Source: an optimization exercise on an open RTL-to-GDS flow (aim: small area, a short achievable clock period and few clock cycles per item). Production flows keep margins and buffers that such runs may drop. In this exercise RTL edits were held to simulation tests only and were not proved equivalent to the original. Power and IR drop assume default switching activity.

==> design.v <==
module mult8(clk, nRST, c_ALL, m_busy, a_data, b_data, mult_out, m_finish);
input clk;
input nRST;
input c_ALL;
input m_busy;
input [7:0] a_data;
input [7:0] b_data;
output m_finish;
reg m_finish;
output [15:0] mult_out;
wire bo_0;
wire bt_0;
wire bn_0;
wire pp_0_0;
wire pp_0_1;
wire pp_0_2;
wire pp_0_3;
wire pp_0_4;
wire pp_0_5;
wire pp_0_6;
wire pp_0_7;
wire pe_0;
wire bo_1;
wire bt_1;
wire bn_1;
wire pp_1_0;
wire pp_1_1;
wire pp_1_2;
wire pp_1_3;
wire pp_1_4;
wire pp_1_5;
wire pp_1_6;
wire pp_1_7;
wire pe_1;
wire bo_2;
wire bt_2;
wire bn_2;
wire pp_2_0;
wire pp_2_1;
wire pp_2_2;
wire pp_2_3;
wire pp_2_4;
wire pp_2_5;
wire pp_2_6;
wire pp_2_7;
wire pe_2;
wire bo_3;
wire bt_3;
wire bn_3;
wire pp_3_0;
wire pp_3_1;
wire pp_3_2;
wire pp_3_3;
wire pp_3_4;
wire pp_3_5;
wire pp_3_6;
wire pp_3_7;
wire pe_3;
wire s1;
wire c2;
wire s3;
wire c4;
wire s5;
wire c6;
wire s7;
wire c8;
wire s9;
wire c10;
wire s11;
wire c12;
wire s13;
wire c14;
wire s15;
wire c16;
wire s17;
wire c18;
wire s19;
wire c20;
wire s21;
wire c22;
wire s23;
wire c24;
wire s25;
wire c26;
wire s27;
wire c28;
wire s29;
wire c30;
wire s31;
wire c32;
wire s33;
wire c34;
wire s35;
wire c36;
wire s37;
wire c38;
wire s39;
wire c40;
wire s41;
wire c42;
wire s43;
wire c44;
wire s45;
wire c46;
wire s47;
wire c48;
wire [15:0] row_a, row_b;
assign bo_0 = b_data[0] ^ 1'b0;
assign bt_0 = (b_data[1] & ~b_data[0] & ~1'b0) | (~b_data[1] & b_data[0] & 1'b0);
assign bn_0 = b_data[1];
assign pp_0_0 = ((bo_0 & a_data[0]) | (bt_0 & 1'b0)) ^ bn_0;
assign pp_0_1 = ((bo_0 & a_data[1]) | (bt_0 & a_data[0])) ^ bn_0;
assign pp_0_2 = ((bo_0 & a_data[2]) | (bt_0 & a_data[1])) ^ bn_0;
assign pp_0_3 = ((bo_0 & a_data[3]) | (bt_0 & a_data[2])) ^ bn_0;
assign pp_0_4 = ((bo_0 & a_data[4]) | (bt_0 & a_data[3])) ^ bn_0;
assign pp_0_5 = ((bo_0 & a_data[5]) | (bt_0 & a_data[4])) ^ bn_0;
assign pp_0_6 = ((bo_0 & a_data[6]) | (bt_0 & a_data[5])) ^ bn_0;
assign pp_0_7 = ((bo_0 & a_data[7]) | (bt_0 & a_data[6])) ^ bn_0;
assign pe_0 = ~(((bo_0 | bt_0) & a_data[7]) ^ bn_0);
assign bo_1 = b_data[2] ^ b_data[1];
assign bt_1 = (b_data[3] & ~b_data[2] & ~b_data[1]) | (~b_data[3] & b_data[2] & b_data[1]);
assign bn_1 = b_data[3];
assign pp_1_0 = ((bo_1 & a_data[0]) | (bt_1 & 1'b0)) ^ bn_1;
assign pp_1_1 = ((bo_1 & a_data[1]) | (bt_1 & a_data[0])) ^ bn_1;
assign pp_1_2 = ((bo_1 & a_data[2]) | (bt_1 & a_data[1])) ^ bn_1;
assign pp_1_3 = ((bo_1 & a_data[3]) | (bt_1 & a_data[2])) ^ bn_1;
assign pp_1_4 = ((bo_1 & a_data[4]) | (bt_1 & a_data[3])) ^ bn_1;
assign pp_1_5 = ((bo_1 & a_data[5]) | (bt_1 & a_data[4])) ^ bn_1;
assign pp_1_6 = ((bo_1 & a_data[6]) | (bt_1 & a_data[5])) ^ bn_1;
assign pp_1_7 = ((bo_1 & a_data[7]) | (bt_1 & a_data[6])) ^ bn_1;
assign pe_1 = ~(((bo_1 | bt_1) & a_data[7]) ^ bn_1);
assign bo_2 = b_data[4] ^ b_data[3];
assign bt_2 = (b_data[5] & ~b_data[4] & ~b_data[3]) | (~b_data[5] & b_data[4] & b_data[3]);
assign bn_2 = b_data[5];
assign pp_2_0 = ((bo_2 & a_data[0]) | (bt_2 & 1'b0)) ^ bn_2;
assign pp_2_1 = ((bo_2 & a_data[1]) | (bt_2 & a_data[0])) ^ bn_2;
assign pp_2_2 = ((bo_2 & a_data[2]) | (bt_2 & a_data[1])) ^ bn_2;
assign pp_2_3 = ((bo_2 & a_data[3]) | (bt_2 & a_data[2])) ^ bn_2;
assign pp_2_4 = ((bo_2 & a_data[4]) | (bt_2 & a_data[3])) ^ bn_2;
assign pp_2_5 = ((bo_2 & a_data[5]) | (bt_2 & a_data[4])) ^ bn_2;
assign pp_2_6 = ((bo_2 & a_data[6]) | (bt_2 & a_data[5])) ^ bn_2;
assign pp_2_7 = ((bo_2 & a_data[7]) | (bt_2 & a_data[6])) ^ bn_2;
assign pe_2 = ~(((bo_2 | bt_2) & a_data[7]) ^ bn_2);
assign bo_3 = b_data[6] ^ b_data[5];
assign bt_3 = (b_data[7] & ~b_data[6] & ~b_data[5]) | (~b_data[7] & b_data[6] & b_data[5]);
assign bn_3 = b_data[7];
assign pp_3_0 = ((bo_3 & a_data[0]) | (bt_3 & 1'b0)) ^ bn_3;
assign pp_3_1 = ((bo_3 & a_data[1]) | (bt_3 & a_data[0])) ^ bn_3;
assign pp_3_2 = ((bo_3 & a_data[2]) | (bt_3 & a_data[1])) ^ bn_3;
assign pp_3_3 = ((bo_3 & a_data[3]) | (bt_3 & a_data[2])) ^ bn_3;
assign pp_3_4 = ((bo_3 & a_data[4]) | (bt_3 & a_data[3])) ^ bn_3;
assign pp_3_5 = ((bo_3 & a_data[5]) | (bt_3 & a_data[4])) ^ bn_3;
assign pp_3_6 = ((bo_3 & a_data[6]) | (bt_3 & a_data[5])) ^ bn_3;
assign pp_3_7 = ((bo_3 & a_data[7]) | (bt_3 & a_data[6])) ^ bn_3;
assign pe_3 = ~(((bo_3 | bt_3) & a_data[7]) ^ bn_3);
assign s1 = pp_0_2 ^ pp_1_0 ^ bn_1;
assign c2 = (pp_0_2 & pp_1_0) | (bn_1 & (pp_0_2 ^ pp_1_0));
assign s3 = pp_0_3 ^ pp_1_1 ^ c2;
assign c4 = (pp_0_3 & pp_1_1) | (c2 & (pp_0_3 ^ pp_1_1));
assign s5 = pp_0_4 ^ pp_1_2 ^ pp_2_0;
assign c6 = (pp_0_4 & pp_1_2) | (pp_2_0 & (pp_0_4 ^ pp_1_2));
assign s7 = bn_2 ^ s5 ^ c4;
assign c8 = (bn_2 & s5) | (c4 & (bn_2 ^ s5));
assign s9 = pp_0_5 ^ pp_1_3 ^ pp_2_1;
assign c10 = (pp_0_5 & pp_1_3) | (pp_2_1 & (pp_0_5 ^ pp_1_3));
assign s11 = c6 ^ s9 ^ c8;
assign c12 = (c6 & s9) | (c8 & (c6 ^ s9));
assign s13 = pp_0_6 ^ pp_1_4 ^ pp_2_2;
assign c14 = (pp_0_6 & pp_1_4) | (pp_2_2 & (pp_0_6 ^ pp_1_4));
assign s15 = pp_3_0 ^ bn_3 ^ c10;
assign c16 = (pp_3_0 & bn_3) | (c10 & (pp_3_0 ^ bn_3));
assign s17 = s13 ^ s15 ^ c12;
assign c18 = (s13 & s15) | (c12 & (s13 ^ s15));
assign s19 = pp_0_7 ^ pp_1_5 ^ pp_2_3;
assign c20 = (pp_0_7 & pp_1_5) | (pp_2_3 & (pp_0_7 ^ pp_1_5));
assign s21 = pp_3_1 ^ c14 ^ s19;
assign c22 = (pp_3_1 & c14) | (s19 & (pp_3_1 ^ c14));
assign s23 = c16 ^ s21 ^ c18;
assign c24 = (c16 & s21) | (c18 & (c16 ^ s21));
assign s25 = 1'b1 ^ pe_0 ^ pp_1_6;
assign c26 = (1'b1 & pe_0) | (pp_1_6 & (1'b1 ^ pe_0));
assign s27 = pp_2_4 ^ pp_3_2 ^ c20;
assign c28 = (pp_2_4 & pp_3_2) | (c20 & (pp_2_4 ^ pp_3_2));
assign s29 = s25 ^ c22 ^ s27;
assign c30 = (s25 & c22) | (s27 & (s25 ^ c22));
assign s31 = 1'b1 ^ pp_1_7 ^ pp_2_5;
assign c32 = (1'b1 & pp_1_7) | (pp_2_5 & (1'b1 ^ pp_1_7));
assign s33 = pp_3_3 ^ c26 ^ s31;
assign c34 = (pp_3_3 & c26) | (s31 & (pp_3_3 ^ c26));
assign s35 = c28 ^ s33 ^ c30;
assign c36 = (c28 & s33) | (c30 & (c28 ^ s33));
assign s37 = pe_1 ^ pp_2_6 ^ pp_3_4;
assign c38 = (pe_1 & pp_2_6) | (pp_3_4 & (pe_1 ^ pp_2_6));
assign s39 = c32 ^ s37 ^ c34;
assign c40 = (c32 & s37) | (c34 & (c32 ^ s37));
assign s41 = 1'b1 ^ pp_2_7 ^ pp_3_5;
assign c42 = (1'b1 & pp_2_7) | (pp_3_5 & (1'b1 ^ pp_2_7));
assign s43 = c38 ^ s41 ^ c40;
assign c44 = (c38 & s41) | (c40 & (c38 ^ s41));
assign s45 = pe_2 ^ pp_3_6 ^ c42;
assign c46 = (pe_2 & pp_3_6) | (c42 & (pe_2 ^ pp_3_6));
assign s47 = 1'b1 ^ pp_3_7 ^ c46;
assign c48 = (1'b1 & pp_3_7) | (c46 & (1'b1 ^ pp_3_7));
assign row_a = {1'b1, pe_3, s47, c44, s43, c36, s35, c24, s23, s17, s11, s7, s3, s1, pp_0_1, pp_0_0};
assign row_b = {1'b0, c48, 1'b0, s45, 1'b0, s39, 1'b0, s29, 1'b0, 1'b0, 1'b0, 1'b0, 1'b0, 1'b0, 1'b0, bn_0};
wire [6:0] lo_sum;
assign lo_sum[6:0] = row_a[5:0] + row_b[5:0];
reg [5:0] lo_q;
reg lo_c;
reg [8:0] hi_a;
reg [3:0] hi_b;
always @(posedge clk or negedge nRST)
begin
    if(nRST == 1'b0)
        m_finish <= 1'b0;
    else if(c_ALL == 1'b1)
        m_finish <= 1'b0;
    else if(m_busy == 1'b0)
        m_finish <= 1'b1;
end
always @(posedge clk)
begin
    if(m_busy == 1'b0)
    begin
        lo_q <= lo_sum[5:0];
        lo_c <= lo_sum[6];
        hi_a <= {row_a[14], row_a[13], row_a[12], row_a[11], row_a[10], row_a[9], row_a[8], row_a[7], row_a[6]};
        hi_b <= {row_b[14], row_b[12], row_b[10], row_b[8]};
    end
end
assign mult_out[5:0] = lo_q;
assign mult_out[15:6] = {1'b1, hi_a[8], hi_a[7], hi_a[6], hi_a[5], hi_a[4], hi_a[3], hi_a[2], hi_a[1], hi_a[0]} + {1'b0, hi_b[3], 1'b0, hi_b[2], 1'b0, hi_b[1], 1'b0, hi_b[0], 1'b0, 1'b0} + lo_c;
endmodule
==> flow/run.sh <==
#!/bin/bash
# Own layout flow: the standard flow (standard.sh), with its synthesis
# script swapped for flow/synth.tcl, which sources the standard script
# synth_recipe.tcl but skips full-adder extraction and maps with flow/map.abc.
set -euo pipefail
work=$(pwd)
export MY_WORK_DIR=$work
export MY_FLOW_DIR=$work/flow
sed -e "s#SYNTH_SCRIPT=[^ ]*#SYNTH_SCRIPT=$work/flow/synth.tcl ADDER_MAP_FILE= BUFFER_PORTS_ARGS=\"-buffer_cell sky130_fd_sc_hd__buf_1\"#" standard.sh > own_standard.sh
bash own_standard.sh > own_flow.log 2>&1
==> flow/map.abc <==
strash
dch
map -D 1600
topo
stime -c
buffer -c
upsize -c -D 1600
dnsize -c -D 1600
stime -c
==> flow/map_out.abc <==
strash
dch
map -D 1200
topo
stime -c
buffer -c
upsize -c -D 1200
dnsize -c -D 1200
stime -c
==> flow/synth.tcl <==
# Standard synthesis (synth_recipe.tcl, sourced unchanged) with two changes made
# from outside it: no full-adder extraction (ADDER_MAP_FILE is left empty on
# make's command line) and ABC technology mapping with delay-driven scripts:
# flow/map_out.abc for the logic between the registers and the outputs, then
# flow/map.abc for the rest.
proc abc {args} {
  set out {}
  set skip 0
  foreach a $args {
    if {$skip} { set skip 0; continue }
    if {$a eq "-script" || $a eq "-D"} { set skip 1; continue }
    lappend out $a
  }
  set dir $::env(MY_FLOW_DIR)
  if {[file exists $dir/map_out.abc]} {
    yosys select -set outcone o:* %ci*:-sky130_fd_sc_hd__edfxtp_1:-sky130_fd_sc_hd__dfrtp_1:-sky130_fd_sc_hd__dfxtp_1 t:\$_* %i
    puts "abc override: output cone with $dir/map_out.abc"
    yosys abc -script $dir/map_out.abc {*}$out @outcone
  }
  puts "abc override: rest with $dir/map.abc"
  yosys abc -script $dir/map.abc {*}$out
}
source $::env(MY_WORK_DIR)/synth_recipe.tcl
==> standard.sh <==
#!/bin/bash
# synth_recipe.tcl (not shown) runs the flow's synth.tcl, then flattens the netlist and writes it again
# the make line also repeats each setting of config.mk as NAME=value (left out here)
make -C /OpenROAD-flow-scripts/flow DESIGN_CONFIG=/design/flow/config.mk WORK_HOME=/design/flow/orfs CLKGATE_MAP_FILE= SYNTH_SCRIPT=/design/flow/synth_recipe.tcl "${@:-finish}"
==> config.mk <==
export PLATFORM = sky130hd
export DESIGN_NAME = mult8
export DESIGN_NICKNAME = mult8
export VERILOG_FILES = /design/flow/design.v
export SDC_FILE = /design/flow/constraint.sdc
export NUM_CORES = 4
export LEC_CHECK = 0
export CAP_MARGIN = 20
export CORE_MARGIN = 2
export CORE_UTILIZATION = 40
export CTS_BUF_LIST = sky130_fd_sc_hd__clkbuf_4
export GPL_TIMING_DRIVEN = 1
export PLACE_DENSITY = 0.6
export SLEW_MARGIN = 20
==> constraint.sdc <==
create_clock -name core_clock -period 5.0 [get_ports {clk}]
set_input_delay 1.0000 -clock core_clock [delete_from_list [all_inputs] [get_ports {clk}]]
set_output_delay 1.0000 -clock core_clock [all_outputs]
set_load 0.01 [all_outputs]
==> impl_metrics.py, run 1 <==
metrics = {
    "synth": {
        "synthCells": 318,
        "syn_area_per_cell_um2": 7.62,
        "synthFlopType": "edfxtp_1",
        "netlist_area_um2": 2420,
        "async_reset_ff_frac": 0.0476,
        "yosysUniqueCellTypes": 45,
        "synth_edf_count": 20,
        "ys_seq_elements": 21,
        "yosysWarningCount": 1,
        "synth_seq_area_share": 0.258,
        "synthesis.nets": 338,
    },
    "power_and_ir_drop": {
        "power_frac_clock": 0.089,
        "leakagePower_nw": 1.20,
        "pwr-share-comb": 0.610,
        "power.share.switching": 0.445,
        "p_int_uw": 534,
        "p_seq_frac": 0.301,
        "power_switching_uw": 429,
        "power.density_nw_per_um2": 363,
        "peakVddDrop_v": 0.000153,
    },
    "cts": {
        "clock_path_buffers": 2,
        "h-tree-depth": 1,
        "cts_setup_buffers": 0,
        "cts.sinks": 21,
        "cts_tree": "built",
        "cts-resized-gates": 0,
        "path_clk_slew_ns": 0.12,
        "cts-root-buf": "clkbuf_4",
        "hold_buffers": 0,
        "cts_buffers": 3,
        "clock_latency_ns": 0.31,
    },
    "floorplan": {
        "rows": 28,
        "dieArea_um2": 6690,
        "core_area_um2": 5890,
        "initial_core_util": 0.412,
        "die_w_um": 81.8,
        "pin_count": 37,
        "die_h_um": 81.8,
    },
    "sta": {
        "tightest_slew_ns": 0.780,
        "relSlewSlack": 0.480,
        "finalHoldViolCount": 0,
        "finalSetupViolCount": 0,
        "rsz0062_at_grt": "false",
        "whs_ns": 0.427,
        "fmax_mhz": 301,
        "min_period_ns": 3.32,
        "finalCritPeriodShare": 0.664,
        "setup_tns_ns": 0,
        "skew_ns": 0,
        "drv_slew": 0,
    },
    "placed_design": {
        "gp_congestion": 0.838,
        "place.detailed.hpwl_mm": 3.92,
        "port_buffers": 36,
        "postPlaceCellArea_um2": 2620,
    },
    "routing": {
        "dr.pass1.iters": 4,
        "viasPerCell": 4.98,
        "post_drt_wl_per_cell_um": 11.3,
        "antenna_left": 0,
        "drc": 0,
        "num_vias": 2142,
        "drt-total-wl_mm": 4.88,
        "drt_iter0_markers": 56,
    },
    "setup_path": {
        "crit_path_max_incr_delay_ns": 0.42,
        "crit_start": "b_data[3]",
        "cp_cell_sequence": "buf_1, inv_2, o21ai_4, o22ai_1, or2_1, nand3b_2, nand3_2, nand2_1, nand2_1, a21o_1, a21oi_1, nor2_1, nand3_1, nand2_1",
        "crit_arrival_ns": 3.39,
        "startpoint_type": "input port",
        "worstPathRequired_ns": 5.07,
        "crit_family": "simple AND/OR/NAND/NOR gates",
        "r2r_start": "m_finish",
        "cp_num_buf_inv": 2,
        "end_kind": "register",
        "cpMaxStageDelayCell": "buf_1",
        "path_common_cell": "nand2_1",
        "worstPathMaxFanout": 11,
        "worst-setup-path-type": "input port to register",
    },
    "grt": {
        "grt_start_max_net_pins": 22,
        "grt_pass1_vias": 1954,
        "grtUsageTotal": 0.157,
        "antenna_found_initial": 0,
        "gr-total-overflow": 0,
        "grt_pass1_wl_mm": 8.37,
    },
    "cells_and_area": {
        "area_growth_pct": 9.56,
        "post-route-util": 0.451,
        "drive_gt1_frac": 0.110,
        "nNetsFinal": 376,
        "antenna_cells": 0,
        "final_area_um2": 2650,
    },
    "job": {
        "cap_violations": 0,
    },
    "min_path": {
        "hp-class": "input port to async pin",
    },
    "run_status": {
        "status": "timing/DRC/antenna clean",
    },
}
[state kept, by name, indices dropped and copies added (netlist names)]
| register | flops |
|---|---|
| hi_a | 9 |
| lo_c | 1 |
| m_finish | 1 |
| hi_b | 4 |
| lo_q | 6 |
[per-stage QoR]
step	power, mW	setup WS, ns	instances
detailed placement	0.886	1.39	426
finish	0.963	1.68	430
CTS	0.974	1.73	430
floorplan	0.763	2.11	318
global route	1.07	1.46	430
global placement	0.879	1.49	426
[layout by cell type, fill, tap and decap left out, types with 2 or more instances in the layout]
cell type,n
nand2_1,65
xor2_1,38
buf_1,36
nor2_1,27
inv_1,26
o22ai_1,25
nand3_1,24
edfxtp_1,20
xnor2_1,11
a21oi_1,10
or2_1,6
a21o_1,5
inv_2,4
or2_2,4
xnor2_2,4
o21ai_2,4
clkbuf_4,4
o21bai_1,3
nand2_4,3
nand2_2,3
o22ai_2,3
o21ai_1,3
and2_1,2
nand4_1,2
o21ai_0,2
a211oi_1,2
[layer usage]
| layer | vias to the layer above | global-route usage | wire length, µm |
|---|---|---|---|
| li1 | 1159 | - | - |
| met3 | 6 | 0.0209 | 198 |
| met2 | 41 | 0.261 | 2110 |
| met4 | 0 | 0.0533 | 78 |
| met5 | - | 0 | 0 |
| met1 | 936 | 0.208 | 2490 |
[final timing paths]
kind | to | slack (ns) | cells past startpoint
worst min register to register | m_finish | 0.51 | 2
min in group core_clock | m_finish | 0.51 | 2
worst max register to register | m_finish | 4.36 | 2
worst max-delay path | hi_a[1] | 1.68 | 14
max in group asynchronous | m_finish | 4.48 | 1
worst min-delay path | m_finish | 0.43 | 1
[synth_stat cells (all sizes together), types with 5 or more instances]
library cell  number  area (µm²)
nor2              27         101
or2               11        71.3
a21o               5        37.5
a21oi             10        50.1
o22ai             28         194
nand2             71         297
xnor2             15         161
nand3             25         130
inv               31         119
o21ai             10        76.3
edfxtp            20         601
xor2              39         349
[final cells by class]
type	count	area, µm²
tap	75	93.8
clock buffer	4	30.0
inverter	31	119
multi-input combinational	262	1640
sequential	21	626
timing repair buffer	37	143
fill	614	3230
[cell families (layout without fill, tap and decap cells)]
kind of cell	Yosys count	after routing	share of synthesized area
simple gates	145	145	0.286
compound gates	63	63	0.182
xor+xnor	54	54	0.211
buf+inv	35	72	0.0635
flops	21	21	0.258
[power by group through the flow]
stage	Sequential (mW)	Clock (mW)	Combinational (mW)
6_report	0.290	0.0858	0.587
5_1_grt	0.299	0.0977	0.675
4_1_cts	0.291	0.0901	0.593
3_5_place_dp	0.296	0	0.591
3_3_place_gp	0.294	0	0.585
2_1_floorplan	0.296	0	0.467
Testbench counts, summed over its fixed seeds: cycles 3,200, items 3,200.
==> inputs of run 2 (changes only) <==
==> flow/map_out.abc (replaced) <==
strash
dch
map -D 1500
topo
stime -c
buffer -c
upsize -c -D 1500
dnsize -c -D 1500
stime -c
--- a/config.mk
+++ b/config.mk
@@ -9,6 +9,6 @@
 export CORE_MARGIN = 2
 export CORE_UTILIZATION = 40
 export CTS_BUF_LIST = sky130_fd_sc_hd__clkbuf_4
-export GPL_TIMING_DRIVEN = 1
+export GPL_TIMING_DRIVEN = 0
 export PLACE_DENSITY = 0.6
 export SLEW_MARGIN = 20
==> run 2 against run 1 <==
Net effect:
- synthesized cell count up 0.31%
- combinational power barely moved
- setup slack improved by 0.38 ns
- core utilization is 0.45 points higher
- fmax grew 13%
- sequential share of layout area fell by 0.23 points
- final area increased by 0.99%
- global-route usage down 0.35 points
==> impl_metrics.py, run 2 <==
metrics = {
    "run_status": {
        "status": "timing/DRC/antenna clean",
    },
    "synth": {
        "synthFlopType": "edfxtp_1",
        "synth_edf_count": 20,
        "yosysTopAreaCellShare": 0.247,
        "netlist_area_um2": 2430,
        "yosysUniqueCellTypes": 45,
        "synthTopCellsByArea": "edfxtp_1, xor2_1, nand2_1",
        "synthCells": 319,
        "yosys-top-cells-count": "nand2_1, xor2_1, nor2_1",
        "syn_area_per_cell_um2": 7.61,
        "async_reset_ff_frac": 0.0476,
        "yosysWarningCount": 1,
        "yosysMostFrequentCell": "nand2_1",
        "ys_seq_elements": 21,
        "synthesis.nets": 339,
        "synth_seq_area_share": 0.258,
        "synth.largest_area_cell": "edfxtp_1",
    },
    "floorplan": {
        "dieArea_um2": 6710,
        "pin_count": 37,
        "initial_core_util": 0.413,
        "die_w_um": 81.9,
        "core_area_um2": 5890,
        "rows": 28,
        "die_h_um": 81.9,
    },
    "cts": {
        "clock_latency_ns": 0.29,
        "hold_buffers": 0,
        "path_clk_slew_ns": 0.11,
        "cts_buffers": 3,
        "cts.sinks": 21,
        "cts-root-buf": "clkbuf_4",
        "cts_setup_buffers": 0,
        "cts-resized-gates": 0,
        "h-tree-depth": 1,
        "clock_path_buffers": 2,
        "cts_tree": "built",
    },
    "placed_design": {
        "postPlaceCellArea_um2": 2650,
        "place.detailed.hpwl_mm": 3.91,
        "gp_congestion": 0.804,
        "port_buffers": 34,
        "placedCellCount": 428,
    },
    "setup_path": {
        "cp_cell_sequence": "buf_1, buf_4, xnor2_2, o22ai_1, xor2_1, xor2_1, or2_1, a21boi_1, o21ai_2, xnor2_1",
        "r2r_slack_ns": 4.36,
        "cpMaxStageDelayCell": "xnor2_2",
        "r2r-end": "m_finish",
        "worst-setup-path-type": "input port to register",
        "crit_arrival_ns": 2.99,
        "cp_num_buf_inv": 2,
        "r2r_start": "m_finish",
        "worstPathRequired_ns": 5.05,
        "path_common_cell": "xor2_1",
        "startpoint_type": "input port",
        "end_kind": "register",
        "crit_path_max_incr_delay_ns": 0.40,
        "reg2reg_depth": 2,
        "worstPathMaxFanout": 10,
        "crit_family": "XOR/XNOR gates",
    },
    "job": {
        "cap_violations": 0,
    },
    "cells_and_area": {
        "drive_gt1_frac": 0.118,
        "finalNonFillerCells": 432,
        "antenna_cells": 0,
        "largest_reg_flops": 9,
        "post-route-util": 0.455,
        "area_growth_pct": 10.4,
        "fillers": 632,
        "final_cell_mix": "nand2_1, xor2_1, buf_1, nor2_1, inv_1",
        "final_common_cell": "nand2_1",
        "final_area_um2": 2680,
        "nNetsFinal": 378,
        "regArea_um2": 626,
        "multiInputGateArea_um2": 1650,
        "regMostFlops": "hi_a",
        "reg_top3": "hi_a x9, lo_q x6, hi_b x4",
    },
    "power_and_ir_drop": {
        "peakVddDrop_v": 0.000170,
        "power.density_nw_per_um2": 360,
        "leakagePower_nw": 1.22,
    },
    "sta": {
        "finalSetupViolCount": 0,
        "tightest_slew_ns": 0.770,
        "min_period_ns": 2.93,
        "relSlewSlack": 0.486,
        "finalCritPeriodShare": 0.587,
        "setup_tns_ns": 0,
        "rsz0062_at_grt": "false",
        "fmax_mhz": 341,
        "finalHoldViolCount": 0,
        "drv_slew": 0,
        "skew_ns": 0,
    },
    "min_path": {
        "hp-class": "input port to async pin",
    },
    "grt": {
        "grt_pass1_vias": 1926,
        "grtUsageTotal": 0.153,
        "grt_start_max_net_pins": 22,
        "gr-total-overflow": 0,
        "grt_pass1_wl_mm": 8.20,
        "antenna_found_initial": 0,
    },
    "routing": {
        "post_drt_wl_per_cell_um": 11.0,
        "drt_iter0_markers": 82,
        "drt-total-wl_mm": 4.76,
        "dr.pass1.iters": 4,
        "viasPerCell": 4.97,
        "drc": 0,
        "antenna_left": 0,
        "num_vias": 2147,
    },
}
-- run 2: cell types whose count changed in the layout (fill, tap and decap cells not counted), sizes merged --
cell,change
buf,+1
o21ai,-1
nor2,+1
o21a,+1
xor2,+1
inv,+1
nand2,-1
xnor2,-1
-- run 2: final cells by class --
cell class / count / share of cell area
flip-flops and latches: 21 / 0.233
inverters: 32 / 0.0458
plain buffers: 4 / 0.0131
multi-input cells: 262 / 0.614
well taps: 75 / 0.0350
clock buffers: 4 / 0.0112
repair buffers: 34 / 0.0476
-- run 2: how the worst max path moves through the flow --
| stage | start | endpoint | slack, ns | cells after the start |
|---|---|---|---|---|
| floorplan | b_data[1] | hi_a[1] | 2.11 | 14 |
| global placement | b_data[3] | hi_a[2] | 1.78 | 13 |
| detailed placement | b_data[3] | hi_a[5] | 1.76 | 11 |
| CTS | lo_c | mult_out[14] | 2.08 | 9 |
| global route | b_data[3] | hi_a[1] | 1.84 | 14 |
| finish | b_data[3] | hi_a[5] | 2.07 | 10 |
-- run 2: logic make-up after synthesis --
logic type | after synthesis | synth area share
compound gates | 63 | 0.182
xor+xnor | 54 | 0.210
buf+inv | 36 | 0.0649
flops | 21 | 0.258
simple gates | 145 | 0.285
-- run 2: through the flow --
| stage | total power [mW] | setup slack, ns | hold slack (ns) |
|---|---|---|---|
| after global placement | 0.879 | 1.78 | 0.484 |
| after floorplan | 0.765 | 2.11 | 0.535 |
| final | 0.965 | 2.07 | 0.438 |
| after detailed placement | 0.890 | 1.76 | 0.495 |
| after CTS | 0.977 | 2.08 | 0.421 |
| after global routing | 1.07 | 1.84 | 0.408 |
-- run 2: power breakdown --
part	switching, mW	total (mW)	internal [mW]
Sequential	0.0242	0.290	0.266
Combinational	0.356	0.590	0.235
Clock	0.0482	0.0846	0.0364
Total	0.428	0.965	0.537
-- run 2: routing by layer --
metal | global-route usage | up-vias | part of all wire
li1 | - | 1159 | -
met1 | 0.212 | 954 | 0.51
met2 | 0.253 | 32 | 0.46
met3 | 0.0132 | 2 | 0.026
met4 | 0.0450 | 0 | 0.0071
met5 | 0 | - | 0
==> inputs of run 3 (changes only) <==
==> flow/map_out.abc (replaced) <==
strash
dch
map -D 1200
topo
stime -c
buffer -c
upsize -c -D 1200
dnsize -c -D 1200
stime -c
--- a/config.mk
+++ b/config.mk
@@ -10,5 +10,5 @@
 export CORE_UTILIZATION = 40
 export CTS_BUF_LIST = sky130_fd_sc_hd__clkbuf_4
 export GPL_TIMING_DRIVEN = 0
-export PLACE_DENSITY = 0.6
+export PLACE_DENSITY = 0.5
 export SLEW_MARGIN = 20
==> run 3 against run 2 <==
Net effect:
- still clean on timing, DRC and antenna
- sequential power about the same
- count of clock-buffer cells in the layout unchanged
- combinational power down 0.7%
- synthesized cell count down 0.31%
- die area down 0.24%
- area after synthesis down 0.26%
- core utilization down 0.11 points
- highest routed layer unchanged
==> impl_metrics.py, run 3 <==
metrics = {
    "floorplan": {
        "core_area_um2": 5890,
        "dieArea_um2": 6690,
        "rows": 28,
        "die_h_um": 81.8,
        "initial_core_util": 0.412,
        "die_w_um": 81.8,
        "pin_count": 37,
    },
    "setup_path": {
        "r2r-end": "m_finish",
        "crit_arrival_ns": 3.01,
        "worstPathMaxFanout": 10,
        "reg2reg_depth": 2,
        "r2r_slack_ns": 4.35,
        "worst-setup-path-type": "input port to register",
        "startpoint_type": "input port",
        "end_kind": "register",
        "worstPathRequired_ns": 5.07,
        "r2r_start": "m_finish",
    },
    "min_path": {
        "hp-class": "input port to async pin",
    },
    "synth": {
        "yosysWarningCount": 1,
        "ys_seq_elements": 21,
        "synthCells": 318,
        "synth_edf_count": 20,
        "synthesis.nets": 338,
        "synth_seq_area_share": 0.258,
        "yosysUniqueCellTypes": 45,
        "synth.largest_area_cell": "edfxtp_1",
        "syn_area_per_cell_um2": 7.62,
        "async_reset_ff_frac": 0.0476,
        "yosysTopAreaCellShare": 0.248,
        "yosysMostFrequentCell": "nand2_1",
        "yosys-top-cells-count": "nand2_1, xor2_1, nor2_1",
        "netlist_area_um2": 2420,
        "synthTopCellsByArea": "edfxtp_1, xor2_1, nand2_1",
        "synthFlopType": "edfxtp_1",
    },
    "grt": {
        "grt_start_max_net_pins": 22,
        "grt_pass1_vias": 1854,
        "grt_pass1_wl_mm": 8.53,
        "antenna_found_initial": 0,
        "grtUsageTotal": 0.163,
        "gr-total-overflow": 0,
    },
    "cts": {
        "h-tree-depth": 1,
        "path_clk_slew_ns": 0.11,
        "cts_setup_buffers": 0,
        "hold_buffers": 0,
        "clock_latency_ns": 0.30,
        "cts_tree": "built",
        "cts.sinks": 21,
        "cts_buffers": 3,
        "cts-resized-gates": 0,
        "clock_path_buffers": 2,
        "cts-root-buf": "clkbuf_4",
    },
    "cells_and_area": {
        "largest_reg_flops": 9,
        "regMostFlops": "hi_a",
        "drive_gt1_frac": 0.118,
        "nNetsFinal": 377,
        "reg_top3": "hi_a x9, lo_q x6, hi_b x4",
        "final_cell_mix": "nand2_1, xor2_1, buf_1, nor2_1, inv_1",
        "antenna_cells": 0,
        "post-route-util": 0.454,
        "fillers": 638,
        "final_area_um2": 2670,
        "final_common_cell": "nand2_1",
        "area_growth_pct": 10.4,
    },
    "routing": {
        "num_vias": 2085,
        "viasPerCell": 4.84,
        "antenna_left": 0,
        "post_drt_wl_per_cell_um": 11.7,
        "dr.pass1.iters": 4,
        "drt_iter0_markers": 65,
        "drc": 0,
        "drt-total-wl_mm": 5.03,
    },
    "sta": {
        "rsz0062_at_grt": "false",
        "setup_tns_ns": 0,
        "relSlewSlack": 0.472,
        "finalSetupViolCount": 0,
        "tightest_slew_ns": 0.791,
        "layout_setup_ws_ns": 2.06,
        "whs_ns": 0.431,
        "fmax_mhz": 340,
        "finalHoldViolCount": 0,
        "drv_slew": 0,
        "finalCritPeriodShare": 0.588,
        "min_period_ns": 2.94,
        "skew_ns": 0,
    },
    "placed_design": {
        "gp_congestion": 0.817,
        "place_ws_ns": 1.73,
        "place.detailed.hpwl_mm": 4.09,
        "postPlaceCellArea_um2": 2640,
        "port_buffers": 34,
    },
    "power_and_ir_drop": {
        "power.density_nw_per_um2": 361,
        "leakagePower_nw": 1.21,
        "peakVddDrop_v": 0.000192,
    },
    "run_status": {
        "status": "timing/DRC/antenna clean",
    },
    "job": {
        "cap_violations": 0,
    },
}
[run 3: area by class of cell]
type / instances / area, µm² / area share
Sequential cell: 21 / 626 / 0.234
Tap cell: 75 / 93.8 / 0.0351
Timing Repair Buffer: 34 / 128 / 0.0477
Buffer: 4 / 35.0 / 0.0131
Inverter: 31 / 119 / 0.0445
Clock buffer: 4 / 30.0 / 0.0112
Multi-Input combinational cell: 262 / 1640 / 0.614
[run 3: cells by family (layout without fill, tap and decap cells)]
logic type,count (synthesis),after routing,share of synthesized area
DFF,21,21,0.258
and+or+nand+nor,145,145,0.286
xor gates and xnor gates,54,54,0.211
buffers and inverters,35,73,0.0635
AOI/OAI and AO/OA,63,63,0.182
[run 3: how the worst max path moves through the flow]
stage | from | endpoint | slack, ns | cells after the start
finish | b_data[3] | hi_a[1] | 2.06 | 14
global route | b_data[3] | hi_a[1] | 1.82 | 14
CTS | b_data[3] | hi_a[2] | 2.06 | 13
detailed placement | b_data[3] | hi_a[1] | 1.73 | 14
global placement | b_data[3] | hi_a[2] | 1.74 | 13
floorplan | b_data[1] | hi_a[1] | 2.11 | 14
[run 3: critical path, cell delays in order]
cell and delay [ns]:
buf_1 0.10, buf_4 0.20, nor2_1 0.09, o21ai_2 0.31, o22ai_1 0.14, xor2_1 0.22, nand3_2 0.14, nand2_1 0.09
nand2_1 0.07, a21o_1 0.21, a21oi_1 0.23, nor2_1 0.08, nand3_1 0.08, nand2_1 0.05
[run 3: power breakdown]
group          internal (mW)  switching, mW  total, mW
Combinational          0.234          0.353      0.586
Clock                 0.0366         0.0508     0.0874
Sequential             0.266         0.0250      0.291
Total                  0.536          0.429      0.965
[run 3: metal layers]
| layer | track usage | wire, µm | up-vias |
|---|---|---|---|
| met5 | 0 | 0 | - |
| met1 | 0.240 | 2700 | 897 |
| met4 | 0.0500 | 66 | 0 |
| li1 | - | - | 1157 |
| met2 | 0.254 | 2180 | 26 |
| met3 | 0.0132 | 86 | 5 |
[run 3: through the flow]
stage          power, mW  cells
6_report           0.965    431
5_1_grt             1.07    431
4_1_cts            0.975    431
3_5_place_dp       0.887    427
3_3_place_gp       0.880    427
2_1_floorplan      0.763    318
==> inputs of run 4 (changes only) <==
==> flow/map.abc (replaced) <==
strash
dch
map -D 1600
topo
upsize -c -D 1600
dnsize -c -D 1600
--- a/config.mk
+++ b/config.mk
@@ -10,5 +10,5 @@
 export CORE_UTILIZATION = 40
 export CTS_BUF_LIST = sky130_fd_sc_hd__clkbuf_4
 export GPL_TIMING_DRIVEN = 0
-export PLACE_DENSITY = 0.5
+export PLACE_DENSITY = 0.6
 export SLEW_MARGIN = 20
==> run 4 against run 3 <==
Net effect:
- still clean
- clock skew stayed put
- setup slack worse by 0.49 ns
- sequential cell count did not move
- total power fell by 0.69%
- cell count fell by 0.46%
- area after synthesis decreased by 2.2%
==> impl_metrics.py, run 4 <==
metrics = {
    "setup_path": {
        "reg2reg_depth": 2,
        "r2r-end": "m_finish",
        "startpoint_type": "input port",
        "end_kind": "register",
        "worstPathRequired_ns": 5.07,
        "crit_arrival_ns": 3.50,
        "endpoint": "hi_a[1]",
        "worstPathMaxFanout": 11,
        "r2r_start": "m_finish",
        "crit_start": "b_data[5]",
        "r2r_slack_ns": 4.35,
        "worst-setup-path-type": "input port to register",
    },
    "synth": {
        "synth_edf_count": 20,
        "synthCells": 314,
        "synth.largest_area_cell": "edfxtp_1",
        "synthesis.nets": 334,
        "yosysTopAreaCellShare": 0.253,
        "syn_area_per_cell_um2": 7.55,
        "synth_seq_area_share": 0.264,
        "async_reset_ff_frac": 0.0476,
        "netlist_area_um2": 2370,
        "yosysUniqueCellTypes": 41,
        "ys_seq_elements": 21,
        "yosysMostFrequentCell": "nand2_1",
        "yosysWarningCount": 1,
        "yosys-top-cells-count": "nand2_1, xor2_1, nor2_1",
        "synthFlopType": "edfxtp_1",
        "synthTopCellsByArea": "edfxtp_1, xor2_1, nand2_1",
    },
    "cells_and_area": {
        "finalNonFillerCells": 429,
        "antenna_cells": 0,
        "drive_gt1_frac": 0.0989,
        "final_cell_mix": "nand2_1, xor2_1, buf_1, nor2_1, o22ai_1",
        "reg_top3": "hi_a x9, lo_q x6, hi_b x4",
        "final_common_cell": "nand2_1",
        "post-route-util": 0.452,
        "fillers": 655,
        "largest_reg_flops": 9,
        "area_growth_pct": 10.9,
        "regMostFlops": "hi_a",
        "nNetsFinal": 375,
    },
    "floorplan": {
        "initial_core_util": 0.407,
        "die_h_um": 81.0,
        "core_area_um2": 5820,
        "rows": 28,
        "dieArea_um2": 6560,
        "die_w_um": 81.0,
        "pin_count": 37,
    },
    "routing": {
        "viasPerCell": 5.07,
        "drt_iter0_markers": 78,
        "num_vias": 2173,
        "antenna_left": 0,
        "drt-total-wl_mm": 4.85,
        "dr.pass1.iters": 4,
        "drc": 0,
        "post_drt_wl_per_cell_um": 11.3,
    },
    "power_and_ir_drop": {
        "p_seq_frac": 0.304,
        "p_int_uw": 533,
        "power_frac_clock": 0.091,
        "pwr-share-comb": 0.605,
        "peakVddDrop_v": 0.000150,
        "power_switching_uw": 425,
        "power.share.switching": 0.443,
        "power.density_nw_per_um2": 364,
        "leakagePower_nw": 1.12,
    },
    "sta": {
        "finalHoldViolCount": 0,
        "skew_ns": 0,
        "drv_slew": 0,
        "whs_ns": 0.426,
        "finalSetupViolCount": 0,
        "finalCritPeriodShare": 0.686,
        "setup_tns_ns": 0,
        "min_period_ns": 3.43,
        "rsz0062_at_grt": "false",
        "fmax_mhz": 292,
        "relSlewSlack": 0.517,
        "tightest_slew_ns": 0.725,
    },
    "grt": {
        "grtUsageTotal": 0.160,
        "grt_pass1_wl_mm": 8.40,
        "gr-total-overflow": 0,
        "antenna_found_initial": 0,
        "grt_start_max_net_pins": 22,
        "grt_pass1_vias": 1948,
    },
    "cts": {
        "clock_latency_ns": 0.31,
        "cts-resized-gates": 0,
        "cts_buffers": 3,
        "path_clk_slew_ns": 0.12,
        "cts.sinks": 21,
        "hold_buffers": 0,
        "cts_setup_buffers": 0,
        "clock_path_buffers": 2,
        "cts_tree": "built",
        "cts-root-buf": "clkbuf_4",
        "h-tree-depth": 1,
    },
    "placed_design": {
        "place.detailed.hpwl_mm": 3.91,
        "gp_congestion": 0.861,
        "placedCellCount": 425,
        "port_buffers": 36,
    },
    "job": {
        "cap_violations": 0,
    },
    "min_path": {
        "hp-class": "input port to async pin",
    },
    "run_status": {
        "status": "timing/DRC/antenna clean",
    },
}
==> run 4: cell count changes after synthesis, sizes merged <==
| cell | change |
|---|---|
| clkinv | +19 |
| buf | -4 |
| inv | -19 |
==> run 4: per-stage QoR <==
step | setup WS [ns] | total power [mW] | area [µm²]
4_1_cts | 1.62 | 0.969 | 2630
2_1_floorplan | 2.07 | 0.755 | 2370
3_5_place_dp | 1.29 | 0.881 | 2600
5_1_grt | 1.33 | 1.06 | 2630
6_report | 1.57 | 0.958 | 2630
3_3_place_gp | 1.30 | 0.868 | 2600
==> run 4: final cells by class <==
class                   count  area, µm²  share of cell area
flip-flops and latches     21        626               0.238
well taps                  75       93.8              0.0357
multi-input cells         262       1630               0.618
clock buffers               4       30.0              0.0114
repair buffers             36        135              0.0514
inverters                  31        119              0.0452
==> run 4: how the worst min path moves through the flow <==
stage                     endpoint  startpoint  cells after the start  slack [ns]
after floorplan           m_finish    m_finish                      2        0.54
after global placement    m_finish    m_finish                      2        0.48
after detailed placement  m_finish    m_finish                      2        0.49
after CTS                 m_finish        nRST                      1        0.42
after global routing      m_finish        nRST                      1        0.41
final                     m_finish        nRST                      1        0.43
==> run 4: critical path, cell delays in order <==
cell and delay (ns):
buf_1 0.54, inv_2 0.25, o21ai_2 0.37, o22ai_1 0.14, xor2_1 0.22, nand3_2 0.14
nand2_1 0.10, nand2_1 0.07, a21o_1 0.21, a21oi_1 0.23, nor2_1 0.09, nand3_1 0.09
nand2_1 0.05
==> run 4: power by group through the flow <==
stage               sequential [mW]  clock (mW)  combinational [mW]
global placement              0.294           0               0.574
finish                        0.291      0.0871               0.580
CTS                           0.291      0.0907               0.587
detailed placement            0.296           0               0.585
global route                  0.298      0.0989               0.667
floorplan                     0.296           0               0.459
==> run 4: routing by layer <==
metal,vias to the layer above,track usage,wire length [µm]
li1,1156,-,-
met4,0,0.0559,89
met5,-,0,0
met3,9,0.0111,166
met2,45,0.258,2190
met1,963,0.227,2410
==> run 4: kinds of logic after synthesis <==
family	synth area share
XOR/XNOR	0.215
AND/OR/NAND/NOR	0.287
buffers and inverters	0.0502
AO/OA/AOI/OAI	0.184
flip-flops	0.264
==> inputs of run 5 (changes only) <==
==> flow/map.abc (replaced) <==
strash
dch
map -D 1500
topo
stime -c
buffer -c
upsize -c -D 1500
dnsize -c -D 1500
stime -c
==> run 5 against run 4 <==
Net effect:
- critical path depth unchanged
- critical endpoint is now hi_a[5]
- sequential share of layout area fell by 0.55 points
- die area up 2.9%
- core utilization is 0.25 points higher
- via count increased by 2.1%
- worst hold slack worse by 0.0050 ns
- global-route usage up 0.52 points
==> impl_metrics.py, run 5 <==
metrics = {
    "run_status": {
        "status": "timing/DRC/antenna clean",
    },
    "cells_and_area": {
        "regMostFlops": "hi_a",
        "largest_reg_flops": 9,
        "area_growth_pct": 10.2,
        "final_common_cell": "nand2_1",
        "drive_gt1_frac": 0.113,
        "final_cell_mix": "nand2_1, xor2_1, buf_1, nor2_1, o22ai_1",
        "antenna_cells": 0,
        "nNetsFinal": 385,
        "reg_top3": "hi_a x9, lo_q x6, hi_b x4",
        "final_area_um2": 2690,
        "fillers": 631,
    },
    "setup_path": {
        "path_common_cell": "nand2_1",
        "r2r-end": "m_finish",
        "reg2reg_depth": 2,
        "cp_cell_sequence": "buf_1, inv_2, o21ai_2, o22ai_1, or2_2, nand3b_1, nand2_1, xnor2_1, or2_1, nand3b_1, nand2_1, nand2_1, nand2_1",
        "crit_path_max_incr_delay_ns": 0.36,
        "r2r_start": "m_finish",
        "worstPathMaxFanout": 7,
        "startpoint_type": "input port",
        "cpMaxStageDelayCell": "o21ai_2",
        "endpoint": "hi_a[5]",
        "crit_family": "simple AND/OR/NAND/NOR gates",
        "cp_num_buf_inv": 2,
        "end_kind": "register",
        "r2r_slack_ns": 4.35,
        "worst-setup-path-type": "input port to register",
        "worstPathRequired_ns": 5.08,
        "crit_start": "b_data[5]",
        "crit_cells": 13,
        "crit_arrival_ns": 3.07,
    },
    "routing": {
        "antenna_left": 0,
        "viasPerCell": 5.05,
        "drc": 0,
        "num_vias": 2219,
        "drt-total-wl_mm": 4.92,
        "post_drt_wl_per_cell_um": 11.2,
        "drt_iter0_markers": 61,
        "dr.pass1.iters": 5,
    },
    "synth": {
        "synthesis.nets": 346,
        "async_reset_ff_frac": 0.0476,
        "yosysTopAreaCellShare": 0.246,
        "synth_edf_count": 20,
        "syn_area_per_cell_um2": 7.49,
        "yosys-top-cells-count": "nand2_1, xor2_1, nor2_1",
        "synth_seq_area_share": 0.256,
        "yosysWarningCount": 1,
        "synthFlopType": "edfxtp_1",
        "yosysMostFrequentCell": "nand2_1",
        "ys_seq_elements": 21,
        "yosysUniqueCellTypes": 48,
        "synth.largest_area_cell": "edfxtp_1",
        "synthCells": 326,
        "synthTopCellsByArea": "edfxtp_1, xor2_1, nand2_1",
        "netlist_area_um2": 2440,
    },
    "floorplan": {
        "rows": 28,
        "die_h_um": 82.1,
        "initial_core_util": 0.413,
        "core_area_um2": 5920,
        "pin_count": 37,
        "dieArea_um2": 6750,
        "die_w_um": 82.1,
    },
    "sta": {
        "finalSetupViolCount": 0,
        "skew_ns": 0,
        "setup_tns_ns": 0,
        "drv_slew": 0,
        "finalCritPeriodShare": 0.598,
        "tightest_slew_ns": 0.779,
        "finalHoldViolCount": 0,
        "relSlewSlack": 0.480,
        "rsz0062_at_grt": "false",
        "min_period_ns": 2.99,
        "fmax_mhz": 334,
    },
    "cts": {
        "cts_setup_buffers": 0,
        "cts-root-buf": "clkbuf_4",
        "clock_path_buffers": 2,
        "cts_buffers": 3,
        "hold_buffers": 0,
        "cts_tree": "built",
        "clock_latency_ns": 0.31,
        "path_clk_slew_ns": 0.12,
        "cts-resized-gates": 0,
        "cts.sinks": 21,
        "h-tree-depth": 1,
    },
    "grt": {
        "grt_pass1_wl_mm": 8.78,
        "grt_pass1_vias": 2016,
        "antenna_found_initial": 0,
        "grt_use_met2": 0.290,
        "grtUsageTotal": 0.166,
        "use_met1": 0.219,
        "top_usage_layer": "met2",
        "use_met3": 0.00761,
        "gr-total-overflow": 0,
        "grt_start_max_net_pins": 22,
    },
    "power_and_ir_drop": {
        "power.density_nw_per_um2": 339,
        "peakVddDrop_v": 0.000186,
        "leakagePower_nw": 1.20,
    },
    "job": {
        "cap_violations": 0,
    },
    "placed_design": {
        "port_buffers": 34,
        "postPlaceCellArea_um2": 2660,
        "gp_congestion": 0.865,
        "place.detailed.hpwl_mm": 4.08,
    },
    "min_path": {
        "hp-class": "input port to async pin",
    },
}
run 5: area by class of cell:
type / count / area [µm²] / share of cell area
Tap cell: 75 / 93.8 / 0.0349
Clock buffer: 3 / 22.5 / 0.00837
Multi-Input combinational cell: 272 / 1680 / 0.623
Inverter: 29 / 109 / 0.0404
Buffer: 4 / 31.3 / 0.0116
Timing Repair Buffer: 34 / 128 / 0.0474
Sequential cell: 21 / 626 / 0.232
Clock inverter: 1 / 5.00 / 0.00186
run 5: cell families after synthesis:
| logic type | synth area share |
|---|---|
| DFF | 0.256 |
| and+or+nand+nor | 0.319 |
| buffers and inverters | 0.0574 |
| xor gates and xnor gates | 0.179 |
| AOI/OAI and AO/OA | 0.189 |
run 5: power by group:
group / total (mW) / switching [mW] / internal, mW / leakage [nW]
Clock: 0.0832 / 0.0534 / 0.0299 / 0.0177
Sequential: 0.281 / 0.0221 / 0.259 / 0.208
Combinational: 0.549 / 0.330 / 0.219 / 0.973
Total: 0.913 / 0.406 / 0.507 / 1.20
run 5: worst min path at each step:
stage | start | to | cells past startpoint
final | nRST | m_finish | 1
after global routing | nRST | m_finish | 1
after CTS | nRST | m_finish | 1
after detailed placement | m_finish | m_finish | 2
after global placement | m_finish | m_finish | 2
after floorplan | m_finish | m_finish | 2
run 5: through the flow:
| step | power, mW | hold slack, ns | utilization | setup slack (ns) | cells |
|---|---|---|---|---|---|
| after floorplan | 0.725 | 0.535 | - | 2.04 | 326 |
| after global placement | 0.830 | 0.477 | 0.450 | 1.76 | 435 |
| after detailed placement | 0.840 | 0.500 | 0.450 | 1.69 | 435 |
| after CTS | 0.923 | 0.420 | 0.455 | 2.03 | 439 |
| after global routing | 1.02 | 0.397 | 0.455 | 1.75 | 439 |
| final | 0.913 | 0.421 | 0.455 | 2.01 | 439 |
run 5: per-layer routing:
| metal | vias up | wire length, µm |
|---|---|---|
| met1 | 970 | 2270 |
| met2 | 53 | 2330 |
| met5 | - | 0 |
| met3 | 6 | 217 |
| li1 | 1190 | - |
| met4 | 0 | 102 |
==> inputs of run 6 (changes only) <==
==> flow/map.abc (replaced) <==
strash
dch
map -D 1800
topo
stime -c
buffer -c
upsize -c -D 1800
dnsize -c -D 1800
stime -c
==> run 6 against run 5 <==
Net effect:
- largest cell class unchanged
- die area decreased by 5.0%
- final area decreased by 5.1%
- non-clock buffer count decreased by 1
- synthesized cell count decreased by 6.1%
- sequential power increased by 7%
==> impl_metrics.py, run 6 <==
metrics = {
    "placed_design": {
        "gp_congestion": 0.846,
        "place.detailed.hpwl_mm": 3.51,
        "place_ws_ns": 1.53,
        "port_buffers": 33,
        "postPlaceCellArea_um2": 2530,
        "placedCellCount": 411,
    },
    "synth": {
        "synth.largest_area_cell": "edfxtp_1",
        "synthCells": 306,
        "async_reset_ff_frac": 0.0476,
        "synth_seq_area_share": 0.270,
        "yosysUniqueCellTypes": 39,
        "synth_edf_count": 20,
        "synthFlopType": "edfxtp_1",
        "synthTopCellsByArea": "edfxtp_1, xor2_1, nand2_1",
        "synthesis.nets": 326,
        "yosysWarningCount": 1,
        "ys_seq_elements": 21,
        "yosys-top-cells-count": "nand2_1, xor2_1, nor2_1",
        "netlist_area_um2": 2310,
        "yosysMostFrequentCell": "nand2_1",
        "syn_area_per_cell_um2": 7.56,
        "yosysTopAreaCellShare": 0.260,
    },
    "cells_and_area": {
        "antenna_cells": 0,
        "largest_reg_flops": 9,
        "area_growth_pct": 10.4,
        "final_common_cell": "nand2_1",
        "final_cell_mix": "nand2_1, xor2_1, buf_1, nor2_1, o22ai_1",
        "drive_gt1_frac": 0.105,
        "finalNonFillerCells": 415,
        "regMostFlops": "hi_a",
        "fillers": 579,
        "final_area_um2": 2550,
        "reg_top3": "hi_a x9, lo_q x6, hi_b x4",
        "nNetsFinal": 364,
    },
    "run_status": {
        "status": "timing/DRC/antenna clean",
    },
    "sta": {
        "finalHoldViolCount": 0,
        "min_period_ns": 3.15,
        "finalCritPeriodShare": 0.630,
        "layout_setup_ws_ns": 1.85,
        "skew_ns": 0,
        "rsz0062_at_grt": "false",
        "setup_tns_ns": 0,
        "tightest_slew_ns": 0.786,
        "whs_ns": 0.428,
        "finalSetupViolCount": 0,
        "drv_slew": 0,
        "relSlewSlack": 0.475,
        "fmax_mhz": 318,
    },
    "grt": {
        "grt_start_max_net_pins": 22,
        "gr-total-overflow": 0,
        "grt_pass1_wl_mm": 7.82,
        "grt_pass1_vias": 1817,
        "antenna_found_initial": 0,
        "grtUsageTotal": 0.152,
    },
    "setup_path": {
        "r2r-end": "m_finish",
        "crit_arrival_ns": 3.22,
        "reg2reg_depth": 2,
        "startpoint_type": "input port",
        "r2r_start": "m_finish",
        "worstPathMaxFanout": 7,
        "worstPathRequired_ns": 5.07,
        "r2r_slack_ns": 4.35,
        "worst-setup-path-type": "input port to register",
        "end_kind": "register",
    },
    "floorplan": {
        "initial_core_util": 0.418,
        "pin_count": 37,
        "die_h_um": 80.1,
        "die_w_um": 80.1,
        "rows": 27,
        "core_area_um2": 5540,
        "dieArea_um2": 6410,
    },
    "cts": {
        "cts_buffers": 3,
        "cts_setup_buffers": 0,
        "cts.sinks": 21,
        "hold_buffers": 0,
        "cts_tree": "built",
        "path_clk_slew_ns": 0.12,
        "h-tree-depth": 1,
        "clock_latency_ns": 0.31,
        "cts-resized-gates": 0,
        "cts-root-buf": "clkbuf_4",
        "clock_path_buffers": 2,
    },
    "routing": {
        "drt-total-wl_mm": 4.42,
        "drc": 0,
        "drt_iter0_markers": 65,
        "post_drt_wl_per_cell_um": 10.6,
        "antenna_left": 0,
        "viasPerCell": 4.86,
        "dr.pass1.iters": 4,
        "num_vias": 2015,
    },
    "job": {
        "cap_violations": 0,
    },
    "power_and_ir_drop": {
        "leakagePower_nw": 1.14,
        "power.density_nw_per_um2": 379,
        "peakVddDrop_v": 0.000156,
    },
    "min_path": {
        "hp-class": "input port to async pin",
    },
}
-- run 6: cell count changes after synthesis, moves of 3 or more --
cell / change
xor2_1: +8
xnor2_1: +3
inv_2: -3
or2_2: +4
nand3_1: -6
nand3b_1: -4
nor2_1: -6
-- run 6: stage by stage --
| stage | utilization | total power [mW] |
|---|---|---|
| floorplan | - | 0.775 |
| global placement | 0.456 | 0.886 |
| detailed placement | 0.456 | 0.894 |
| CTS | 0.461 | 0.982 |
| global route | 0.461 | 1.09 |
| finish | 0.461 | 0.969 |
-- run 6: worst max-delay path, stage by stage --
cell	delay (ns)
buf_1	0.09
clkinv_1	0.22
o21ai_1	0.51
o22ai_1	0.15
xor2_1	0.18
or2_2	0.32
nand2_1	0.09
xnor2_1	0.15
xnor2_1	0.18
o21ai_0	0.15
xor2_1	0.16
-- run 6: cell type report --
cell class / count / area (µm²) / area share
buffer: 4 / 31.3 / 0.0122
timing repair buffer: 33 / 124 / 0.0485
clock inverter: 1 / 5.00 / 0.00196
inverter: 29 / 111 / 0.0436
sequential: 21 / 626 / 0.245
clock buffer: 3 / 22.5 / 0.00881
tap: 72 / 90.1 / 0.0353
multi-input combinational: 252 / 1550 / 0.605
-- run 6: where the power goes --
part / switching [mW] / internal (mW)
sequential: 0.0267 / 0.273
clock: 0.0556 / 0.0299
combinational: 0.346 / 0.237
total: 0.429 / 0.540
-- run 6: metal layers --
| metal | GRT usage | vias up | share of wire |
|---|---|---|---|
| met5 | 0 | - | 0 |
| met1 | 0.212 | 866 | 0.51 |
| met2 | 0.248 | 34 | 0.44 |
| met3 | 0.0169 | 8 | 0.024 |
| met4 | 0.0458 | 0 | 0.016 |
| li1 | - | 1107 | - |
-- run 6: kinds of logic after synthesis --
group / count (synthesis) / synth area share
buffers and inverters: 33 / 0.0616
XOR/XNOR: 62 / 0.249
AND/OR/NAND/NOR: 138 / 0.273
AO/OA/AOI/OAI: 52 / 0.146
flip-flops: 21 / 0.270
-- run 6: worst max-delay path by stage --
stage	from	slack (ns)	endpoint
2_1_floorplan	b_data[3]	1.88	hi_a[5]
3_3_place_gp	b_data[5]	1.55	hi_a[5]
3_5_place_dp	b_data[5]	1.53	hi_a[5]
4_1_cts	b_data[5]	1.89	hi_a[5]
5_1_grt	b_data[5]	1.56	hi_a[1]
6_report	b_data[5]	1.85	hi_a[5]
==> inputs of run 7 (changes only) <==
==> flow/map.abc (replaced) <==
strash
dch
map -D 1900
topo
stime -c
buffer -c
upsize -c -D 1900
dnsize -c -D 1900
stime -c
==> run 7 against run 6 <==
Net effect:
- sequential power about the same
- setup slack improved by 0.020 ns
- fmax increased by 0.63%
- sequential cell count unchanged
- critical path type unchanged
- critical endpoint is now hi_a[2]
==> impl_metrics.py, run 7 <==
metrics = {
    "synth": {
        "ys_seq_elements": 21,
        "yosys-top-cells-count": "nand2_1, xor2_1, nor2_1",
        "async_reset_ff_frac": 0.0476,
        "synthesis.nets": 327,
        "yosysUniqueCellTypes": 38,
        "netlist_area_um2": 2320,
        "yosysMostFrequentCell": "nand2_1",
        "synth.largest_area_cell": "edfxtp_1",
        "synth_seq_area_share": 0.270,
        "synthCells": 307,
        "yosysWarningCount": 1,
        "yosysTopAreaCellShare": 0.259,
        "synthTopCellsByArea": "edfxtp_1, xor2_1, nand2_1",
        "syn_area_per_cell_um2": 7.54,
        "synth_edf_count": 20,
        "synthFlopType": "edfxtp_1",
    },
    "grt": {
        "grt_start_max_net_pins": 22,
        "grt_pass1_wl_mm": 7.53,
        "antenna_found_initial": 0,
        "grt_pass1_vias": 1755,
        "gr-total-overflow": 0,
        "grtUsageTotal": 0.142,
    },
    "cells_and_area": {
        "area_growth_pct": 10.4,
        "nNetsFinal": 364,
        "largest_reg_flops": 9,
        "post-route-util": 0.461,
        "final_cell_mix": "nand2_1, xor2_1, buf_1, nor2_1, o22ai_1",
        "finalNonFillerCells": 415,
        "antenna_cells": 0,
        "reg_top3": "hi_a x9, lo_q x6, hi_b x4",
        "regMostFlops": "hi_a",
        "fillers": 600,
        "final_common_cell": "nand2_1",
        "drive_gt1_frac": 0.117,
    },
    "power_and_ir_drop": {
        "peakVddDrop_v": 0.000193,
        "power.density_nw_per_um2": 373,
        "leakagePower_nw": 1.15,
    },
    "routing": {
        "num_vias": 1950,
        "antenna_left": 0,
        "drc": 0,
        "viasPerCell": 4.70,
        "dr.pass1.iters": 4,
        "post_drt_wl_per_cell_um": 10.0,
        "drt_iter0_markers": 110,
        "drt-total-wl_mm": 4.17,
    },
    "floorplan": {
        "initial_core_util": 0.418,
        "pin_count": 37,
        "die_w_um": 80.1,
        "die_h_um": 80.1,
        "core_area_um2": 5540,
        "dieArea_um2": 6410,
        "rows": 27,
    },
    "cts": {
        "clock_path_buffers": 2,
        "clock_latency_ns": 0.29,
        "h-tree-depth": 1,
        "cts-root-buf": "clkbuf_4",
        "path_clk_slew_ns": 0.11,
        "hold_buffers": 0,
        "cts_tree": "built",
        "cts_buffers": 3,
        "cts-resized-gates": 0,
        "cts.sinks": 21,
        "cts_setup_buffers": 0,
    },
    "sta": {
        "fmax_mhz": 320,
        "relSlewSlack": 0.510,
        "setup_tns_ns": 0,
        "skew_ns": 0,
        "finalSetupViolCount": 0,
        "drv_slew": 0,
        "min_period_ns": 3.13,
        "finalHoldViolCount": 0,
        "tightest_slew_ns": 0.735,
        "finalCritPeriodShare": 0.626,
        "rsz0062_at_grt": "false",
    },
    "min_path": {
        "hp-class": "input port to async pin",
    },
    "setup_path": {
        "worstPathRequired_ns": 5.06,
        "worst-setup-path-type": "input port to register",
        "startpoint_type": "input port",
        "worstPathMaxFanout": 8,
        "crit_arrival_ns": 3.19,
        "end_kind": "register",
    },
    "placed_design": {
        "gp_congestion": 0.795,
        "port_buffers": 32,
        "place.detailed.hpwl_mm": 3.45,
        "placedCellCount": 411,
    },
    "run_status": {
        "status": "timing/DRC/antenna clean",
    },
    "job": {
        "cap_violations": 0,
    },
}
run 7: power breakdown:
| group | switching, mW | leakage (nW) | internal (mW) |
|---|---|---|---|
| combinational | 0.334 | 0.922 | 0.236 |
| clock | 0.0472 | 0.0184 | 0.0365 |
| sequential | 0.0261 | 0.208 | 0.273 |
run 7: kinds of logic after synthesis:
family | count (synthesis) | synth area share
xor gates and xnor gates | 61 | 0.245
and+or+nand+nor | 136 | 0.263
buffers and inverters | 35 | 0.0643
DFF | 21 | 0.270
AOI/OAI and AO/OA | 53 | 0.153
adders and majority gates | 1 | 0.00486
run 7: area by class of cell:
class	instances	area, µm²	area share
well taps	72	90.1	0.0352
repair buffers	32	120	0.0470
plain buffers	4	27.5	0.0108
multi-input cells	251	1540	0.603
inverters	31	121	0.0475
flip-flops and latches	21	626	0.245
clock buffers	4	30.0	0.0117
run 7: through the flow:
step                      total power [mW]  hold slack [ns]  worst slack [ns]  instance area (µm²)
after floorplan                      0.765            0.535              1.80                 2320
after global placement               0.871            0.478              1.56                 2530
after detailed placement             0.878            0.491              1.54                 2530
after CTS                            0.962            0.427              1.87                 2560
after global routing                  1.05            0.438              1.67                 2560
final                                0.952            0.443              1.87                 2560
run 7: path summary, 6_finish.rpt:
kind / startpoint / slack (ns) / end / depth (start not counted)
setup / recovery: b_data[2] / 1.87 / hi_a[2] / 14
hold / removal: nRST / 0.44 / m_finish / 1
setup reg to reg: m_finish / 4.36 / m_finish / 2
hold reg to reg: m_finish / 0.51 / m_finish / 2
max in group asynchronous: nRST / 4.46 / m_finish / 1
min in group core_clock: m_finish / 0.51 / m_finish / 2
run 7: worst max-delay path, stage by stage:
cell and delay [ns]:
buf_1 0.26, nand2_2 0.09, nand2_2 0.09, nand2_4 0.08
o22ai_2 0.16, xor2_1 0.24, or2_4 0.17, nand2_2 0.04
or2_4 0.23, nand2_2 0.08, xor2_2 0.17, xnor2_1 0.19
o21ai_2 0.10, maj3_2 0.29
run 7: per-layer routing:
layer,GRT usage,wire length (µm),vias to the layer above
met5,0,0,-
met3,0.00674,121,5
met2,0.223,1790,31
met4,0.0458,59,0
li1,-,-,1091
met1,0.209,2200,823
==> inputs of run 8 (changes only) <==
==> flow/map.abc (replaced) <==
strash
dch
map -D 1600
topo
stime -c
buffer -c
upsize -c -D 1600
dnsize -c -D 1600
stime -c
==> run 8 against run 7 <==
Net effect:
- clock power grew 3.9%
- clock skew is the same
- total power grew 1.5%
- global-route usage grew 1.4 points
- fmax grew 7.3%
- non-clock buffer count grew 2
- area after synthesis grew 4.6%
==> impl_metrics.py, run 8 <==
metrics = {
    "power_and_ir_drop": {
        "peakVddDrop_v": 0.000137,
        "power_uw": 967,
        "leakagePower_nw": 1.21,
    },
    "grt": {
        "grt_start_max_net_pins": 22,
        "grt_use_met2": 0.260,
        "gr-total-overflow": 0,
        "grtUsageTotal": 0.156,
        "grt_pass1_wl_mm": 8.18,
        "use_met3": 0.0165,
        "use_met1": 0.212,
        "top_usage_layer": "met2",
    },
    "synth": {
        "syn_area_per_cell_um2": 7.62,
        "synthCells": 318,
        "yosysWarningCount": 1,
        "yosysUniqueCellTypes": 45,
        "yosysTopAreaCellShare": 0.248,
        "synthFlopType": "edfxtp_1",
        "yosysMostFrequentCell": "nand2_1",
        "ys_seq_elements": 21,
        "async_reset_ff_frac": 0.0476,
    },
    "cts": {
        "clock_path_buffers": 2,
        "cts.sinks": 21,
        "cts-root-buf": "clkbuf_4",
        "hold_buffers": 0,
        "h-tree-depth": 1,
        "cts_buffers": 3,
        "clock_latency_ns": 0.31,
        "path_clk_slew_ns": 0.12,
        "cts_tree": "built",
    },
    "setup_path": {
        "startpoint_type": "input port",
        "worstPathMaxFanout": 10,
        "path_common_cell": "nand2_1",
        "cp_num_buf_inv": 2,
        "cp_cell_sequence": "buf_1, buf_4, xnor2_2, o22ai_1, xor2_1, nand3_2, nand2_1, nand2_1, a21o_1, a21oi_1, nor2_1, nand3_1, nand2_1",
        "worst-setup-path-type": "input port to register",
        "worstPathRequired_ns": 5.08,
        "cpMaxStageDelayCell": "xnor2_2",
        "end_kind": "register",
    },
    "cells_and_area": {
        "final_common_cell": "nand2_1",
        "largest_reg_flops": 9,
        "post-route-util": 0.454,
        "nNetsFinal": 377,
        "drive_gt1_frac": 0.118,
        "fillers": 609,
        "area_growth_pct": 10.4,
        "regMostFlops": "hi_a",
        "final_cell_mix": "nand2_1, xor2_1, buf_1, nor2_1, inv_1",
        "final_area_um2": 2670,
    },
    "routing": {
        "drc": 0,
        "num_vias": 2111,
        "antenna_left": 0,
        "post_drt_wl_per_cell_um": 10.9,
        "drt_iter0_markers": 79,
    },
    "sta": {
        "relSlewSlack": 0.491,
        "drv_slew": 0,
        "setup_tns_ns": 0,
        "finalCritPeriodShare": 0.584,
        "skew_ns": 0,
        "whs_ns": 0.427,
        "tightest_slew_ns": 0.763,
        "finalHoldViolCount": 0,
        "finalSetupViolCount": 0,
    },
    "floorplan": {
        "die_h_um": 81.8,
        "dieArea_um2": 6690,
        "initial_core_util": 0.412,
        "core_area_um2": 5890,
        "rows": 28,
    },
    "placed_design": {
        "place.detailed.hpwl_mm": 3.83,
        "gp_congestion": 0.821,
    },
    "run_status": {
        "status": "timing/DRC/antenna clean",
    },
    "job": {
        "cap_violations": 0,
    },
}
[run 8: changes by cell type after synthesis, moves of 3 or more]
cell,delta
xnor2_2,+3
nand3_1,+5
xor2_1,-5
or2_2,-4
xnor2_1,-4
[run 8: final cells by class]
class	count	area [µm²]	area share
plain buffers	4	35.0	0.0131
clock buffers	4	30.0	0.0112
inverters	31	119	0.0445
multi-input cells	262	1640	0.614
flip-flops and latches	21	626	0.234
well taps	75	93.8	0.0351
repair buffers	34	128	0.0477
[run 8: kinds of logic (layout without fill, tap and decap cells)]
family,after synthesis,count (layout),share of synthesized area
DFF,21,21,0.258
and+or+nand+nor,145,145,0.286
AOI/OAI and AO/OA,63,63,0.182
buffers and inverters,35,73,0.0635
xor gates and xnor gates,54,54,0.211
[run 8: through the flow]
step / setup WS (ns) / std cells
6_report: 2.08 / 431
4_1_cts: 2.05 / 431
2_1_floorplan: 2.11 / 318
5_1_grt: 1.81 / 431
3_5_place_dp: 1.76 / 427
3_3_place_gp: 1.76 / 427
[run 8: worst paths after layout]
| check | from | cells after the start | endpoint | slack, ns |
|---|---|---|---|---|
| worst max-delay path | b_data[3] | 13 | hi_a[1] | 2.08 |
| worst min register to register | m_finish | 2 | m_finish | 0.51 |
| worst min-delay path | nRST | 1 | m_finish | 0.43 |
| worst max register to register | m_finish | 2 | m_finish | 4.36 |
| min in group core_clock | m_finish | 2 | m_finish | 0.51 |
| max in group asynchronous | nRST | 1 | m_finish | 4.48 |
[run 8: metal layers]
| metal | up-vias | routed length [µm] |
|---|---|---|
| met4 | 0 | 67 |
| met5 | - | 0 |
| met1 | 927 | 2360 |
| met2 | 27 | 2170 |
| met3 | 5 | 118 |
| li1 | 1152 | - |
[run 8: where the power goes]
group / switching (mW) / leakage [nW] / internal (mW)
Sequential: 0.0246 / 0.208 / 0.266
Clock: 0.0505 / 0.0184 / 0.0366
Combinational: 0.356 / 0.985 / 0.234
Total: 0.431 / 1.21 / 0.536

static timing again, ports no longer ideal:
No port has a modelled driver above. Below, the same layouts with a new extraction and two added sets of constraints.
Step 1, drivers: a clkbuf_16 drives clk and a buf_2 each remaining input, both assumed.
Step 2 times the ports against the registers' clock, not the clock port: input delays grow and output delays shrink by t, the midpoint of the rising clock arrivals with the driver on.
Slacks: ideal / step 1 / step 2; pairs: ideal / step 1.
run	t, ns	setup WS [ns]
run 1	0.326	1.681 / 1.686 / 1.360
run 2	0.316	2.066 / 2.070 / 1.754
run 3	0.328	2.062 / 2.066 / 1.738
run 4	0.327	1.570 / 1.569 / 1.243
run 5	0.328	2.009 / 2.008 / 1.681
run 6	0.334	1.851 / 1.855 / 1.521
run 7	0.318	1.870 / 1.872 / 1.554
run 8	0.325	2.082 / 2.087 / 1.762
After both steps every run listed still meets setup and hold.
